Context: an optimization exercise on an open-source flow, tuned for small area and a short achievable clock period. The choices shown serve that exercise and are no tape-out recipe.
In this exercise RTL edits were held to simulation tests only and were not proved equivalent to the original.
Power and IR drop assume default switching activity.

## flow/design.v (module list and top-level ports; edited modules follow where they fit)
// module pe: 45 lines
// module mac_0_16: 326 lines
// module mac_16_17: 368 lines
// module mac_17_17: 369 lines
// module mac_17_18: 381 lines
// module csa_fa: 4 lines
// module csa_ha: 4 lines
// module pp_nor: 3 lines
// module inv8: 3 lines
// module skew_buffer: 25 lines
// module systolic_array: 33 lines
// module matrix_accelerator: 30 lines
module matrix_accelerator(
    input  wire        clk,
    input  wire        rst,
    input  wire        load_weight,
    input  wire [31:0] activation_in,
    output wire [95:0] result_out
);
  // ...
==> flow/flow/run.sh <==
#!/bin/bash
# The standard layout (standard.sh), with plain buffers on the ports in place
# of the delay cells that buffer_ports picks by default. Every port still gets
# its own buffer. make's full output goes to standard.log in this folder.
set -euo pipefail
export BUFFER_PORTS_ARGS="-buffer_cell sky130_fd_sc_hd__buf_2"
bash standard.sh > standard.log 2>&1
==> flow/standard.sh <==
#!/bin/bash
# synth_recipe.tcl (not shown) runs the flow's synth.tcl, then flattens the netlist and writes it again
# the make line also repeats each setting of config.mk as NAME=value (left out here)
make -C /OpenROAD-flow-scripts/flow DESIGN_CONFIG=/design/flow/config.mk WORK_HOME=/design/flow/orfs CLKGATE_MAP_FILE= SYNTH_SCRIPT=/design/flow/synth_recipe.tcl "${@:-finish}"
==> flow/config.mk <==
export PLATFORM = sky130hd
export DESIGN_NAME = matrix_accelerator
export DESIGN_NICKNAME = matrix_accelerator
export VERILOG_FILES = /design/flow/design.v
export SDC_FILE = /design/flow/constraint.sdc
export NUM_CORES = 4
export LEC_CHECK = 0
export CAP_MARGIN = 20
export CORE_MARGIN = 2
export CORE_UTILIZATION = 40
export CTS_CLUSTER_DIAMETER = 120
export CTS_CLUSTER_SIZE = 22
export SETUP_SLACK_MARGIN = 3.5
export SLEW_MARGIN = 20
export SYNTH_HIERARCHICAL = 1
export SYNTH_MINIMUM_KEEP_SIZE = 0
==> flow/constraint.sdc <==
create_clock -name core_clock -period 8.0 [get_ports {clk}]
set_input_delay 1.6000 -clock core_clock [delete_from_list [all_inputs] [get_ports {clk}]]
set_output_delay 1.6000 -clock core_clock [all_outputs]
set_load 0.01 [all_outputs]
==> reports/metrics.yaml, run 1 <==
status: "finished clean"
dpl.cell_count: 6058
track_usage_pct: 18.5
finish.utilization_pct: 43.2
final_common_cell: "nor2_1"
top_regs: "array_core.ROW.c3.out_e: 72 flops, array_core.ROW.c1.out_e: 68 flops, array_core.ROW.c2.out_e: 68 flops"
nNonClkInverters: 462
dp_hpwl_mm: 88.0
p_int_mw: 11.1
reg2regPathDepth: 13
min_period_ns: 4.36
hp-start: "skew_unit.d2_1[1]"
netlist_instances: 4476
clock_area_share_pct: 1.87
highest_layer: "met4"
setup_viol: 0
critPathMaxStageDelay_ns: 0.44
nNonClkBuffers: 163
p_comb_share_pct: 73.2
relSlewSlack_pct: 41.8
fmax_ghz: 0.229
powerComb_mw: 15.4
wl_met1_mm: 49.7
cp_slowest_cell: "fa_1"
grt_first_pass_wirelength_mm: 181
fillers: 11200
worstHoldPathCells: 0
cp.required_ns: 8.55
hold_ws_ns: 0.352
largest_reg_flops: 72
most-common-layout-cells: "1023 x nor2_1, 788 x fa_1, 416 x inv_1, 316 x nand2_1, 295 x ha_1"
top_area_cell_class: "multi-input gates"
final_nets: 5720
pwr-share-seq_pct: 18.4
wl_met3_mm: 4.33
cts_buffers: 31
cp.depth: 13
clock_latency_ns: 0.66
report.power.total_mw: 21.1
==> run 2, diff against run 1 <==
==> flow/run.sh (new file) <==
#!/bin/bash
# synth_recipe.tcl (not shown) runs the flow's synth.tcl, then flattens the netlist and writes it again
# the make line also repeats each setting of config.mk as NAME=value (left out here)
make -C /OpenROAD-flow-scripts/flow DESIGN_CONFIG=/design/flow/config.mk WORK_HOME=/design/flow/orfs CLKGATE_MAP_FILE= SYNTH_SCRIPT=/design/flow/synth_recipe.tcl finish
--- a/flow/config.mk
+++ b/flow/config.mk
@@ -10,7 +10,7 @@
 export CORE_UTILIZATION = 40
 export CTS_CLUSTER_DIAMETER = 120
 export CTS_CLUSTER_SIZE = 22
-export SETUP_SLACK_MARGIN = 3.5
+export SETUP_SLACK_MARGIN = 3.3
 export SLEW_MARGIN = 20
 export SYNTH_HIERARCHICAL = 1
 export SYNTH_MINIMUM_KEEP_SIZE = 0
removed: flow/flow/run.sh
removed: flow/standard.sh
==> run 2 against run 1 <==
  * Clock power is 2% lower
  * Maximum frequency down 5.1%
  * Core utilization is 0.25 points higher
  * First-iteration DRC count decreased by 10%
  * Via count down 0.32%
  * Routed wire length grew 0.10%
  * Setup slack worse by 0.24 ns
  * Clock skew increased by 0.0069 ns
  * Design area is 0.58% higher
  * Non-clock buffer count is 21 lower
  * Area after synthesis unchanged
  * Critical path type is now in -> reg
  * Critical endpoint is now array_core.ROW[0].c0.out_e[13]
==> reports/metrics.yaml, run 2 <==
status: "finished clean"
rrSetupSlack_ns: 3.48
tightest_slew_ns: 0.916
final_nets: 5698  # -0.38%
layout_setup_ws_ns: 3.40
critPathKind: "in -> reg"
p_leak_nw: 23.0
antenna_found_initial: 3
cts_tree: "done"
area_delta_synth_final_pct: 8.11
cts_buffers: 30  # -3.2%
ios: 131
cp-end-kind: "register"
viasPerCell: 5.18
fp.dieH_um: 347
final_common_cell: "nor2_1"
critPathMaxStageDelay_ns: 0.56  # +0.12 ns
rows: 126
ir_drop_v: 0.000254
grt-ovfl-total: 0
placedInstanceArea_sq_um: 50000
cap_violations: 0
setup_viol: 0  # unchanged
rsz0062_at_grt: "yes"
dp_hpwl_mm: 88.2  # +0.26%
report.power.total_mw: 20.8  # -1.1%
finalSetupTns_ns: 0
cts_max_level: 1
routed_wl_mm: 109
cp_slowest_cell: "fa_1"
drive_gt1_share_pct: 4.25
multiInputGateArea_sq_um: 32100
largest_reg_flops: 72  # unchanged
grt_first_pass_wirelength_mm: 182  # +0.33%
fmax_ghz: 0.218  # -5.1%
dpl_worst_slack_ns: 2.46
root_buffer: "clkbuf_16"
die_x_um: 347
crit_buf_inv: 2
final_cells: 6119
crit_chain: "dlygate4sd2_1 -> inv_2 -> nor2_1 -> fa_2 -> fa_2 -> fa_1 -> fa_1 -> ha_4 -> nand4_1 -> o21ai_1 -> or4_1 -> and3_1"
yosysWarningCount: 16
powerDensity_nw_per_um2: 409
diodes: 0
wl_per_cell_um: 17.8
crit_family: "adder cells"
skew_ns: 0.0247
most-common-layout-cells: "1025 x nor2_1, 794 x fa_1, 446 x inv_1, 316 x nand2_1, 297 x ha_1"
crit_path_start_kind: "input pin"
drt-initial-drc-count: 1987
dpl.cell_count: 6058  # unchanged
fin_crit_sh_pct: 57.5
top_register: "array_core.ROW.c3.out_e"
core_sq_um: 117000
vias: 31700
relSlewSlack_pct: 38.9  # -2.9 points
arrival_ns: 5.14
final_area_sq_um: 51000
drtPass1Iterations: 6
dieArea_sq_um: 121000
track_usage_pct: 18.5  # +0.019 points
ant_nets: 0
timing.final.max_slew_violations: 0
min_path_type: "reg -> reg"
initial_utilization_pct: 40.2
hold_ws_ns: 0.350  # -0.00247 ns
grt_max_degree: 137
cts.sinks: 545
hold_viol: 0
regArea_sq_um: 12900
netlist_instances: 4476  # unchanged
syn_avg_cell_area_sq_um: 10.5
drcViolationCount: 0
synthesis.nets: 5615
synth_area_sq_um: 47200
top_regs: "array_core.ROW.c3.out_e: 72 flops, array_core.ROW.c1.out_e: 68 flops, array_core.ROW.c2.out_e: 68 flops"
fillers: 11100  # -0.73%
cp_max_fo: 7
clock_latency_ns: 0.66  # about the same
cts.clk_slew.worst_paths_ns: 0.09
finish.utilization_pct: 43.4  # +0.25 points
cp.required_ns: 8.54  # about the same
gp_congestion: 0.896
port_buffers: 130
cts_buffer_depth: 3
min_period_ns: 4.60  # +0.235 ns
grt_pass1_vias: 34000
==> run 2: worst paths after layout <==
path	start	endpoint	cells past startpoint
max in group asynchronous	rst	array_core.ROW[0].c0.S.q[6]	3
worst min register to register	skew_unit.d3_1[2]	skew_unit.d3_2[2]	0
worst max-delay path	activation_in[5]	array_core.ROW[0].c0.out_e[13]	12
worst max register to register	skew_unit.d2_2[0]	array_core.ROW[0].c2.out_e[16]	13
worst min-delay path	skew_unit.d3_1[2]	skew_unit.d3_2[2]	0
min in group asynchronous	rst	array_core.ROW[0].c3.S.q[3]	2
==> run 2: layout make-up <==
| type | instances | share of cell area, % |
|---|---|---|
| clock buffer | 51 | 1.71 |
| clock inverter | 5 | 0.101 |
| timing repair buffer | 142 | 2.81 |
| multi-input combinational | 3378 | 62.9 |
| inverter | 462 | 3.42 |
| sequential | 545 | 25.3 |
| tap | 1536 | 3.77 |
==> run 2: layer usage <==
layer | wire length [um] | GRT usage (%)
met5 | 0 | 0
met3 | 3980 | 2.06
met4 | 2910 | 4.35
met2 | 52500 | 31.3
met1 | 49800 | 25.7
==> run 2: timing repair <==
| item | 4_1_cts | 5_1_grt |
|---|---|---|
| pin swaps | 1 | 2 |
| buffers inserted | 0 | 5 |
| gates resized for setup | 6 | 20 |
| hold buffers | 0 | 0 |
| endpoints found under the setup margin | 5 | 9 |
==> run 2: worst reg2reg max path, stage by stage, from the launching register on <==
cell and delay (ns):
dfrtp_1 0.43, inv_2 0.14, nor2_1 0.06, ha_1 0.29, fa_1 0.44, fa_1 0.40
fa_1 0.40, fa_1 0.41, fa_1 0.47, a211oi_4 0.37, o2111ai_4 0.20, and3_1 0.20
a311oi_2 0.25, mux2_1 0.35
==> run 2: where the power goes <==
part           switching, mW  internal (mW)
combinational           8.37           6.86
clock                  0.968          0.754
sequential             0.521           3.36
total                   9.86           11.0
==> run 3, diff against run 2 <==
--- a/flow/config.mk
+++ b/flow/config.mk
@@ -10,7 +10,7 @@
 export CORE_UTILIZATION = 40
 export CTS_CLUSTER_DIAMETER = 120
 export CTS_CLUSTER_SIZE = 22
-export SETUP_SLACK_MARGIN = 3.3
+export SETUP_SLACK_MARGIN = 3.5
 export SLEW_MARGIN = 20
 export SYNTH_HIERARCHICAL = 1
 export SYNTH_MINIMUM_KEEP_SIZE = 0
==> run 3 against run 2 <==
  * Synthesized cell count stayed put
  * Combinational power hardly changed
  * Still clean
  * Sequential share of layout area is 0.094 points lower
  * Worst hold slack better by 0.00091 ns
  * Setup slack better by 0.19 ns
  * Global-route usage is 0.13 points higher
  * Core utilization is 0.17 points higher
  * Total power is 1.3% higher
  * Non-clock buffer count is 6 higher
==> reports/metrics.yaml, run 3 <==
root_buffer: "clkbuf_16"
final_nets: 5704  # +0.11%
setup_viol: 0  # unchanged
layout_setup_ws_ns: 3.59  # +0.187 ns
grt_first_pass_wirelength_mm: 182  # +0.12%
rsz0062_at_grt: "yes"
die_x_um: 347  # unchanged
critPathMaxStageDelay_ns: 0.45  # -0.11 ns
cts.clk_slew.worst_paths_ns: 0.09  # about the same
most-common-layout-cells: "1023 x nor2_1, 789 x fa_1, 419 x inv_1, 316 x nand2_1, 296 x ha_1"
cts-hold-fix-buffers: 0  # unchanged
largest_reg_flops: 72  # unchanged
status: "finished clean"
clock_latency_ns: 0.66  # about the same
area_delta_synth_final_pct: 8.54
antenna_found_initial: 1  # -2
min_path_type: "reg -> reg"
gp_congestion: 0.886  # -1.1%
cap_violations: 0  # unchanged
grt_max_degree: 123  # -10%
skew_ns: 0.0211  # -0.00361 ns
grt-ovfl-total: 0  # unchanged
syn_avg_cell_area_sq_um: 10.5  # unchanged
track_usage_pct: 18.7  # +0.13 points
crit_chain: "inv_2 -> nor2_1 -> ha_1 -> fa_1 -> fa_1 -> fa_1 -> fa_1 -> fa_1 -> a211oi_4 -> o2111ai_2 -> and3_1 -> a311oi_2 -> mux2_1"
tightest_slew_ns: 0.872  # -0.0442 ns
powerDensity_nw_per_um2: 412  # +0.95%
grt_pass1_vias: 34000  # -0.16%
wl_per_cell_um: 17.9  # +0.41%
cp_max_fo: 7  # unchanged
fillers: 11100  # +0.22%
top_register: "array_core.ROW.c3.out_e"
relSlewSlack_pct: 41.9  # +2.9 points
arrival_ns: 4.96  # -0.18 ns
fmax_ghz: 0.227  # +4.2%
yosysWarningCount: 16  # unchanged
cts_buffers: 30  # unchanged
cts_max_level: 1  # unchanged
synth_area_sq_um: 47200  # unchanged
dpl.cell_count: 6059  # +0.017%
synthesis.nets: 5615  # unchanged
finalSetupTns_ns: 0  # unchanged
drcViolationCount: 0  # unchanged
p_leak_nw: 23.0  # about the same
rows: 126  # unchanged
drt-initial-drc-count: 1943  # -2.2%
drtPass1Iterations: 5  # -1
top_regs: "array_core.ROW.c3.out_e: 72 flops, array_core.ROW.c1.out_e: 68 flops, array_core.ROW.c2.out_e: 68 flops"
dieArea_sq_um: 121000  # unchanged
cp-end-kind: "register"
hold_ws_ns: 0.351  # +0.000914 ns
drive_gt1_share_pct: 5.58  # +1.3 points
final_cells: 6127  # +0.13%
crit_path_start_kind: "register"
cp.required_ns: 8.55  # about the same
netlist_instances: 4476  # unchanged
timing.final.max_slew_violations: 0  # unchanged
dp_hpwl_mm: 88.8  # +0.70%
min_period_ns: 4.41  # -0.187 ns
fp.dieH_um: 347  # unchanged
critPathKind: "reg -> reg"
ios: 131  # unchanged
routed_wl_mm: 110  # +0.54%
ir_drop_v: 0.000250  # -1.4%
initial_utilization_pct: 40.2  # unchanged
fin_crit_sh_pct: 55.1  # -2.3 points
vias: 31700  # +0.025%
cts_buffer_depth: 3  # unchanged
hold_viol: 0  # unchanged
critical-path-top-cell-by-count: "fa_1"
dpl_worst_slack_ns: 2.50  # +0.0434 ns
port_buffers: 130  # unchanged
final_common_cell: "nor2_1"
reg2regPathDepth: 13  # unchanged
core_sq_um: 117000  # unchanged
ant_nets: 0  # unchanged
viasPerCell: 5.17  # -0.11%
cts.sinks: 545  # unchanged
cts_tree: "done"
cp_slowest_cell: "fa_1"
worstHoldPathCells: 0  # unchanged
-- run 3: repair_timing --
action,4_1_cts,5_1_grt
resized for setup,16,79
setup endpoints to repair,11,33
buffers inserted,1,9
pin swaps,2,9
-- run 3: layout make-up --
class | instances | area (sq um) | share of cell area, %
clock inverter | 6 | 88.8 | 0.173
tap | 1536 | 1920 | 3.75
sequential | 545 | 12900 | 25.2
inverter | 462 | 1770 | 3.45
clock buffer | 50 | 847 | 1.65
multi-input combinational | 3378 | 32200 | 62.9
antenna | 2 | 5.00 | 0.00977
timing repair buffer | 148 | 1440 | 2.81
-- run 3: final timing paths --
kind / from / to / slack [ns]
max in group asynchronous: rst / skew_unit.d3_2[2] / 5.89
worst max-delay path: array_core.ROW[0].c2.S.q[0] / array_core.ROW[1].c2.out_e[16] / 3.59
worst min register to register: skew_unit.d2_1[0] / skew_unit.d2_2[0] / 0.35
worst min-delay path: skew_unit.d2_1[0] / skew_unit.d2_2[0] / 0.35
min in group asynchronous: rst / valid / 0.95
worst max register to register: array_core.ROW[0].c2.S.q[0] / array_core.ROW[1].c2.out_e[16] / 3.59
-- run 3: report_power, final --
| part | total (mW) | switching, mW | internal [mW] | leakage [nW] |
|---|---|---|---|---|
| sequential | 3.88 | 0.516 | 3.36 | 5.18 |
| combinational | 15.5 | 8.51 | 6.98 | 17.3 |
| clock | 1.75 | 0.979 | 0.769 | 0.447 |
| total | 21.1 | 10.0 | 11.1 | 23.0 |
-- run 3: worst max-delay path, delay by kind of cell (launching register included) --
kind	cells	cell delay (ns)
mux	1	0.34
buf+inv	1	0.14
compound gates	3	0.80
simple gates	2	0.28
fa+ha+maj	6	2.31
flops	1	0.44
-- run 3: per-stage QoR --
stage	total power, mW	util (%)	cell area, sq um
6_report	21.1	43.6	51200
5_1_grt	23.5	43.6	51200
4_1_cts	21.0	43.4	51000
3_5_place_dp	19.1	42.6	50100
3_3_place_gp	18.9	42.6	50100
2_1_floorplan	16.0	-	47400
-- run 3: metal layers --
metal	wire (um)	GRT usage [%]	up-vias	share of wire [%]
met1	49100	25.6	16200	45
met5	0	0	-	0
met2	53300	31.6	652	49
met3	4650	2.32	135	4.2
met4	2770	4.36	0	2.5
li1	-	-	14700	-

[afterwards: timing with drivers on the ports]
How much do the figures lean on ideal ports? The routed layouts below were timed once more, with nothing changed but the port constraints. Step 1 assumes that a clkbuf_16 drives the clock port and a buf_2 every other input. Step 2 also shifts input and output timing later by t, the mid clock arrival at the registers, as if the neighbouring blocks saw the same clock. Slacks: no drivers / after step 1 / after step 2; pairs: no drivers / after step 1.
run | t, ns | slack for setup (ns) | pins driven straight from the clock port
run 1 | 0.725 | 3.638 / 3.638 / 2.990 | 1
run 2 | 0.710 | 3.402 / 3.411 / 2.701 | 1
run 3 | 0.724 | 3.589 / 3.589 / 2.885 | 1
After both steps setup and hold are still met in every run listed. For run 3, which loses most, drivers alone change the setup slack by 0.000 ns; drivers and shift together by -0.704 ns.
